This design comes from an exercise in tuning for small area on the open sky130 flow, not from production work.
Function was checked by simulation only, so behaviour that the tests miss may differ from the original.
Power and IR drop assume default switching activity.

Design SpeedM, start of the top module:
module SpeedM(
	clk120,
	rst_n,
	Hall_a,
	Hall_b,
	Hall_c,
	Speed_Value,
	sv_h,
	time_sv
    );
input clk120,rst_n;
input Hall_a,Hall_b,Hall_c;
output [30:0] Speed_Value;
output [31:0] sv_h;
output reg [30:0] time_sv;
wire hallwave = (Hall_a ^ Hall_b) ^ Hall_c;
reg hallwave1, hallwave2, hallwave3, hallwave4;
always @(posedge clk120 or negedge rst_n)
  if (!rst_n) begin
    hallwave1 <= 1'b0;
    hallwave2 <= 1'b0;
    hallwave3 <= 1'b0;
    hallwave4 <= 1'b0;
  end else begin
    hallwave1 <= hallwave;
    hallwave2 <= hallwave1;
    hallwave3 <= hallwave2;
    hallwave4 <= hallwave3;
  end
wire hallwave_pn = hallwave4 ^ hallwave3;
localparam SV_IDLE_PN = 2'd0, WT_POS_PN = 2'd1, WT_POS2_PN = 2'd2, SpeedZero_PN = 2'd3;
reg [17:0] SVCnt_PN;
reg [17:0] SVMema0, SVMema1;
reg        SV_EN_FLAG_PN;
reg [1:0]  SVstate_PN;
wire pn_timeout = (SVCnt_PN > 18'd240000);
always @(posedge clk120 or negedge rst_n)
  if (!rst_n) begin
    SVCnt_PN <= 18'd0;
    SVMema0 <= 18'd0;
    SV_EN_FLAG_PN <= 1'b0;
    SVstate_PN <= SV_IDLE_PN;
  end else begin
    case (SVstate_PN)
      SV_IDLE_PN, WT_POS_PN: begin
        if (hallwave_pn) begin
          SVstate_PN <= (SVstate_PN == SV_IDLE_PN) ? WT_POS_PN : WT_POS2_PN;
          SVCnt_PN <= 18'd0;
        end else if (pn_timeout) begin
          SVstate_PN <= (SVstate_PN == SV_IDLE_PN) ? WT_POS_PN : SpeedZero_PN;
          SVCnt_PN <= 18'd0;
        end else
          SVCnt_PN <= SVCnt_PN + 1'b1;
      end
      WT_POS2_PN: begin
        if (hallwave_pn) begin
          SV_EN_FLAG_PN <= 1'b1;
          SVMema0 <= SVCnt_PN;
          SVCnt_PN <= 18'd0;
        end else if (pn_timeout) begin
          SVCnt_PN <= 18'd0;
          SVstate_PN <= SpeedZero_PN;
        end else
          SVCnt_PN <= SVCnt_PN + 1'b1;
      end
      default: begin
        SV_EN_FLAG_PN <= 1'b0;
        SVstate_PN <= SV_IDLE_PN;
      end
    endcase
  end
always @(posedge clk120)
  if (SVstate_PN == WT_POS2_PN && hallwave_pn)
    SVMema1 <= SVMema0;
reg        Filter_State;
reg [18:0] SpeedV;
always @(posedge clk120 or negedge rst_n)
  if (!rst_n) begin
    Filter_State <= 1'b0;
    SpeedV <= 19'd0;
  ...
Size: about 2100 cells after synthesis, about 890 flip-flops, about 99 I/O pins, ~0.033 mm² of cells after synthesis.
==> module SpeedM, before the edit <==
module SpeedM(
	clk120,
	rst_n,
	Hall_a,
	Hall_b,
	Hall_c,
	Speed_Value,
	sv_h,
	time_sv
    );
input clk120,rst_n;
input Hall_a,Hall_b,Hall_c;
output [30:0] Speed_Value;
output [31:0] sv_h;
output reg [30:0] time_sv;
wire hallwave = (Hall_a ^ Hall_b) ^ Hall_c;
reg hallwave1, hallwave2, hallwave3, hallwave4;
always @(posedge clk120 or negedge rst_n)
  if (!rst_n) begin
    hallwave1 <= 1'b0;
    hallwave2 <= 1'b0;
    hallwave3 <= 1'b0;
    hallwave4 <= 1'b0;
  end else begin
    hallwave1 <= hallwave;
    hallwave2 <= hallwave1;
    hallwave3 <= hallwave2;
    hallwave4 <= hallwave3;
  end
wire hallwave_pn = hallwave4 ^ hallwave3;
localparam SV_IDLE_PN = 2'd0, WT_POS_PN = 2'd1, WT_POS2_PN = 2'd2, SpeedZero_PN = 2'd3;
reg [17:0] SVCnt_PN;
reg [17:0] SVMema0, SVMema1;
reg        SV_EN_FLAG_PN;
reg [1:0]  SVstate_PN;
wire pn_timeout = (SVCnt_PN > 18'd240000);
always @(posedge clk120 or negedge rst_n)
  if (!rst_n) begin
    SVCnt_PN <= 18'd0;
    SVMema0 <= 18'd0;
    SV_EN_FLAG_PN <= 1'b0;
    SVstate_PN <= SV_IDLE_PN;
  end else begin
    case (SVstate_PN)
      SV_IDLE_PN, WT_POS_PN: begin
        if (hallwave_pn) begin
          SVstate_PN <= (SVstate_PN == SV_IDLE_PN) ? WT_POS_PN : WT_POS2_PN;
          SVCnt_PN <= 18'd0;
        end else if (pn_timeout) begin
          SVstate_PN <= (SVstate_PN == SV_IDLE_PN) ? WT_POS_PN : SpeedZero_PN;
          SVCnt_PN <= 18'd0;
        end else
          SVCnt_PN <= SVCnt_PN + 1'b1;
      end
      WT_POS2_PN: begin
        if (hallwave_pn) begin
          SV_EN_FLAG_PN <= 1'b1;
          SVMema0 <= SVCnt_PN;
          SVCnt_PN <= 18'd0;
        end else if (pn_timeout) begin
          SVCnt_PN <= 18'd0;
          SVstate_PN <= SpeedZero_PN;
        end else
          SVCnt_PN <= SVCnt_PN + 1'b1;
      end
      default: begin
        SV_EN_FLAG_PN <= 1'b0;
        SVstate_PN <= SV_IDLE_PN;
      end
    endcase
  end
always @(posedge clk120)
  if (SVstate_PN == WT_POS2_PN && hallwave_pn)
    SVMema1 <= SVMema0;
reg        Filter_State;
reg [18:0] SpeedV;
always @(posedge clk120 or negedge rst_n)
  if (!rst_n) begin
    Filter_State <= 1'b0;
    SpeedV <= 19'd0;
  end else if (Filter_State) begin
    SpeedV <= {1'b0, SVMema0} + {1'b0, SVMema1};
    Filter_State <= 1'b0;
  end else if (SV_EN_FLAG_PN)
    Filter_State <= 1'b1;
  else
    SpeedV <= 19'd0;
assign Speed_Value = {12'd0, SpeedV};
localparam SV_IDLE_H = 2'd0, WT_NEG_H = 2'd1, WT_POS_H = 2'd2, WT_POS2_H = 2'd3;
reg [1:0]  SVstate_H;
reg [5:0]  cnt_count;    
reg        lapped;       
reg        first;        
reg        rep;          
reg        clr;          
reg [5:0]  runlen;       
reg [30:0] sv_h_cnt;     
reg [23:0] sv_hr;
reg [18:0] since;
wire last_pos  = (cnt_count == 6'd35);
wire run_on   = (runlen != 6'd0);    
wire run_full = (runlen == 6'd36);   
wire h_timeout = (SVstate_H != WT_POS2_H) ? (since > 19'd400008) :
                 !(first || rep || run_on) && (since > 19'd400007);
always @(posedge clk120 or negedge rst_n)
  if (!rst_n) begin
    SVstate_H <= SV_IDLE_H;
    rep <= 1'b0;
  end else begin
    rep <= 1'b0;
    case (SVstate_H)
      SV_IDLE_H: SVstate_H <= WT_NEG_H;
      WT_NEG_H:  if (hallwave_pn || h_timeout) SVstate_H <= WT_POS_H;
      WT_POS_H: begin
        if (hallwave_pn) SVstate_H <= WT_POS2_H;
        else if (h_timeout) SVstate_H <= SV_IDLE_H;
      end
      default: begin
        if (hallwave_pn) begin
          if (last_pos || lapped) rep <= 1'b1;
        end else if (h_timeout)
          SVstate_H <= SV_IDLE_H;
      end
    endcase
  end
always @(posedge clk120) begin
  first <= 1'b0;
  clr <= (SVstate_H != WT_POS2_H);
  case (SVstate_H)
    SV_IDLE_H: begin
      cnt_count <= 6'd0;
      lapped <= 1'b0;
    end
    WT_POS_H:
      if (hallwave_pn) first <= 1'b1;
    WT_POS2_H:
      if (hallwave_pn) begin
        cnt_count <= last_pos ? 6'd0 : cnt_count + 1'b1;
        if (last_pos) lapped <= 1'b1;
        if (!(last_pos || lapped)) first <= 1'b1;
      end
    default: ;
  endcase
end
always @(posedge clk120)
  if (rep) begin
    if (!run_full) runlen <= runlen + 1'b1;
  end else
    runlen <= 6'd0;
localparam [18:0] MEMBER = 19'h7ffff;
reg [18:0] ring [0:34];
reg [23:0] wcnt;         
wire adv = (SVstate_H == WT_POS2_H) && hallwave_pn;    
wire        ring_we = first | rep;
wire [18:0] ring_wd = run_on ? MEMBER : since;
integer i;
always @(posedge clk120) begin
  if (adv) begin
    for (i = 0; i < 34; i = i + 1)
      ring[i] <= ring[i + 1];
    ring[34] <= ring_we ? ring_wd : ring[0];
  end else if (ring_we)
    ring[0] <= ring_wd;
end
reg [35:1] zt;    
reg [5:0]  zc;
always @* begin
  zt[35] = 1'b0;
  zt[1] = &ring[1][18:16];
  for (i = 2; i < 35; i = i + 1)
    zt[i] = zt[i - 1] & (&ring[i][18:16]);
  zc = 6'd0;
  for (i = 1; i < 35; i = i + 1)
    if (zt[i] && !zt[i + 1])
      zc = zc | i;
end
wire        rd_member = &ring[0][18:16];
wire        bump = adv && last_pos && !lapped;
always @(posedge clk120) begin
  if (first && cnt_count == 6'd0)
    wcnt <= 24'd0;
  else if ((rep && runlen >= 6'd35) || run_full)
    wcnt <= 24'd0;
  else if (rep && !rd_member)
    wcnt <= wcnt - {5'd0, ring[0]} - {18'd0, zc};
  else
    wcnt <= wcnt + 1'b1;
  if (SVstate_H != WT_POS2_H) begin
    if (SVstate_H == SV_IDLE_H || hallwave_pn || h_timeout)
      since <= 19'd0;
    else
      since <= since + 1'b1;
  end else if (first)
    since <= {18'd0, bump};
  else if (run_on && !rep)
    since <= 19'd1;
  else
    since <= since + {bump, !bump};
end
always @(posedge clk120 or negedge rst_n)
  if (!rst_n) begin
    sv_hr <= 24'd0;
    sv_h_cnt <= 31'd0;
    time_sv <= 31'd0;
  end else begin
    if (rep) begin
      sv_hr <= wcnt;
      time_sv <= sv_h_cnt;
    end else if (clr)
      sv_hr <= 24'd0;
    sv_h_cnt <= sv_h_cnt + 1'b1;
  end
assign sv_h = {8'd0, sv_hr};
endmodule
Settings: LEC_CHECK=0, CAP_MARGIN=20, CORE_MARGIN=2, CORE_UTILIZATION=40, CTS_BUF_LIST=sky130_fd_sc_hd__clkbuf_16, CTS_CLUSTER_DIAMETER=80, CTS_CLUSTER_SIZE=30, GPL_TIMING_DRIVEN=0, SLEW_MARGIN=20; clock period 8.0 ns.
standard.sh (not shown) runs the stock make flow with config.mk's settings and CLKGATE_MAP_FILE= SYNTH_SCRIPT=/design/flow/synth_recipe.tcl, a recipe that flattens the netlist after the stock synthesis.
==> flow/flow/run.sh <==
#!/bin/bash
# The standard ORFS layout (standard.sh, with the standard synthesis
# unchanged) with three changes:
#  - after the floorplan, OpenROAD's restructure re-maps the combinational
#    logic for area (registers untouched), with a Liberty file that leaves out
#    the platform's don't-use cells;
#  - clock tree synthesis without dummy loads, larger sink clusters;
#  - port buffers of the smallest buffer cell.
# Each step's output goes to a log file in this folder (and ORFS's own logs).
set -euo pipefail
cd "$(dirname "$0")/.."
export CTS_ARGS="-sink_clustering_enable -repair_clock_nets -dont_use_dummy_load -sink_clustering_size 30 -sink_clustering_max_diameter 80 -buf_list sky130_fd_sc_hd__clkbuf_16"
export BUFFER_PORTS_ARGS="-buffer_cell sky130_fd_sc_hd__buf_1"
bash standard.sh floorplan > make_floorplan.log 2>&1
mkdir -p rsz_work
export RES=$PWD/orfs/results/sky130hd/SpeedM/base
export RSZ_WORK=$PWD/rsz_work
export RSZ_LIB=$PWD/rsz_work/lib_no_dont_use.lib
python3 flow/filter_lib.py "$FLOW_HOME/platforms/sky130hd/config.mk" \
  "$FLOW_HOME/platforms/sky130hd/lib/sky130_fd_sc_hd__tt_025C_1v80.lib" "$RSZ_LIB" > filter_lib.log 2>&1
openroad -no_init -exit flow/restructure.tcl > restructure.log 2>&1
rm -f "$RSZ_LIB"
bash standard.sh finish > make_finish.log 2>&1
Other scripts of this flow, unchanged in this note and not shown: flow/flow/filter_lib.py, flow/flow/restructure.tcl
Rerun with:
--- a/flow/design.v
+++ b/flow/design.v
@@ -98,14 +98,14 @@
 reg [30:0] sv_h_cnt;     
 reg [23:0] sv_hr;
 reg [18:0] since;
 wire last_pos  = (cnt_count == 6'd35);
 wire run_on   = (runlen != 6'd0);    
 wire run_full = (runlen == 6'd36);   
-wire h_timeout = (SVstate_H != WT_POS2_H) ? (since > 19'd400008) :
-                 !(first || rep || run_on) && (since > 19'd400007);
+wire h_timeout = (SVstate_H != WT_POS2_H) ? (since > 19'd400009) :
+                 !(first || rep || run_on) && (lapped ? (since > 19'd400007) : (since > 19'd400008));
 always @(posedge clk120 or negedge rst_n)
   if (!rst_n) begin
     SVstate_H <= SV_IDLE_H;
     rep <= 1'b0;
   end else begin
     rep <= 1'b0;
@@ -146,60 +146,59 @@
 always @(posedge clk120)
   if (rep) begin
     if (!run_full) runlen <= runlen + 1'b1;
   end else
     runlen <= 6'd0;
 localparam [18:0] MEMBER = 19'h7ffff;
-reg [18:0] ring [0:34];
+reg [18:0] ring [0:35];
 reg [23:0] wcnt;         
 wire adv = (SVstate_H == WT_POS2_H) && hallwave_pn;    
 wire        ring_we = first | rep;
-wire [18:0] ring_wd = run_on ? MEMBER : since;
+wire [18:0] ring_wd = first ? since : (run_on ? MEMBER : since + 1'b1);
 integer i;
 always @(posedge clk120) begin
   if (adv) begin
     for (i = 0; i < 34; i = i + 1)
       ring[i] <= ring[i + 1];
-    ring[34] <= ring_we ? ring_wd : ring[0];
+    ring[34] <= ring_we ? ring_wd : ring[35];
+    ring[35] <= ring[0];
   end else if (ring_we)
-    ring[0] <= ring_wd;
-end
-reg [35:1] zt;    
+    ring[35] <= ring_wd;
+end
+reg [35:1] zt;
 reg [5:0]  zc;
 always @* begin
   zt[35] = 1'b0;
   zt[1] = &ring[1][18:16];
   for (i = 2; i < 35; i = i + 1)
     zt[i] = zt[i - 1] & (&ring[i][18:16]);
   zc = 6'd0;
   for (i = 1; i < 35; i = i + 1)
     if (zt[i] && !zt[i + 1])
       zc = zc | i;
 end
 wire        rd_member = &ring[0][18:16];
-wire        bump = adv && last_pos && !lapped;
+wire [23:0] rd_diff   = rd_member ? 24'd0 : {5'd0, ring[0]} + {18'd0, zc};
 always @(posedge clk120) begin
   if (first && cnt_count == 6'd0)
     wcnt <= 24'd0;
   else if ((rep && runlen >= 6'd35) || run_full)
     wcnt <= 24'd0;
-  else if (rep && !rd_member)
-    wcnt <= wcnt - {5'd0, ring[0]} - {18'd0, zc};
+  else if (rep)
+    wcnt <= wcnt + 1'b1 - rd_diff;
   else
     wcnt <= wcnt + 1'b1;
   if (SVstate_H != WT_POS2_H) begin
     if (SVstate_H == SV_IDLE_H || hallwave_pn || h_timeout)
-      since <= 19'd0;
+      since <= 19'd1;
     else
       since <= since + 1'b1;
-  end else if (first)
-    since <= {18'd0, bump};
-  else if (run_on && !rep)
+  end else if (first || (run_on && !rep))
     since <= 19'd1;
   else
-    since <= since + {bump, !bump};
+    since <= since + 1'b1;
 end
 always @(posedge clk120 or negedge rst_n)
   if (!rst_n) begin
     sv_hr <= 24'd0;
     sv_h_cnt <= 31'd0;
     time_sv <= 31'd0;
What happened: Total power drops by 0.60%; worst setup slack degrades by 0.58 ns; fmax drops by 7.9%; register-to-register slack degrades by 0.58 ns; area after synthesis climbs by about 1.8%; cell count climbs by 1.2%; routed wire length climbs by 0.70%; final area climbs by about 1.8%; critical path depth climbs by 5; clock skew drops by 0.056 ns; count of clock-buffer cells in the layout drops by 3.

## re-timing with driven ports
The flow's constraints put no driver on any port. The routed layouts listed below were extracted and timed again, unchanged, in two steps.
Step 1 (the two cells are an assumption about what drives the block):
set clk [get_ports {clk120}]
set_driving_cell -lib_cell sky130_fd_sc_hd__clkbuf_16 $clk
set_driving_cell -lib_cell sky130_fd_sc_hd__buf_2 [delete_from_list [all_inputs] $clk]
Step 2, shift: input delay + t, output delay - t, t = (earliest + latest rising clock arrival at the registers) / 2. This alone moves slack from input paths to output paths.
Slacks: ideal ports / drivers / drivers and shift; pairs: ideal ports / drivers.
run	t, ns	setup WS [ns]	clock arrival spread, ns	slew at the worst register clock pin (ns)	worst data-port slew with drivers (ns)
the first run	0.617	1.282 / 1.282 / 1.282	0.110 / 0.110	0.11 / 0.11	0.03
the second run	0.631	0.705 / 0.705 / 0.705	0.078 / 0.077	0.11 / 0.11	0.03
After both steps setup and hold are still met in every run listed.
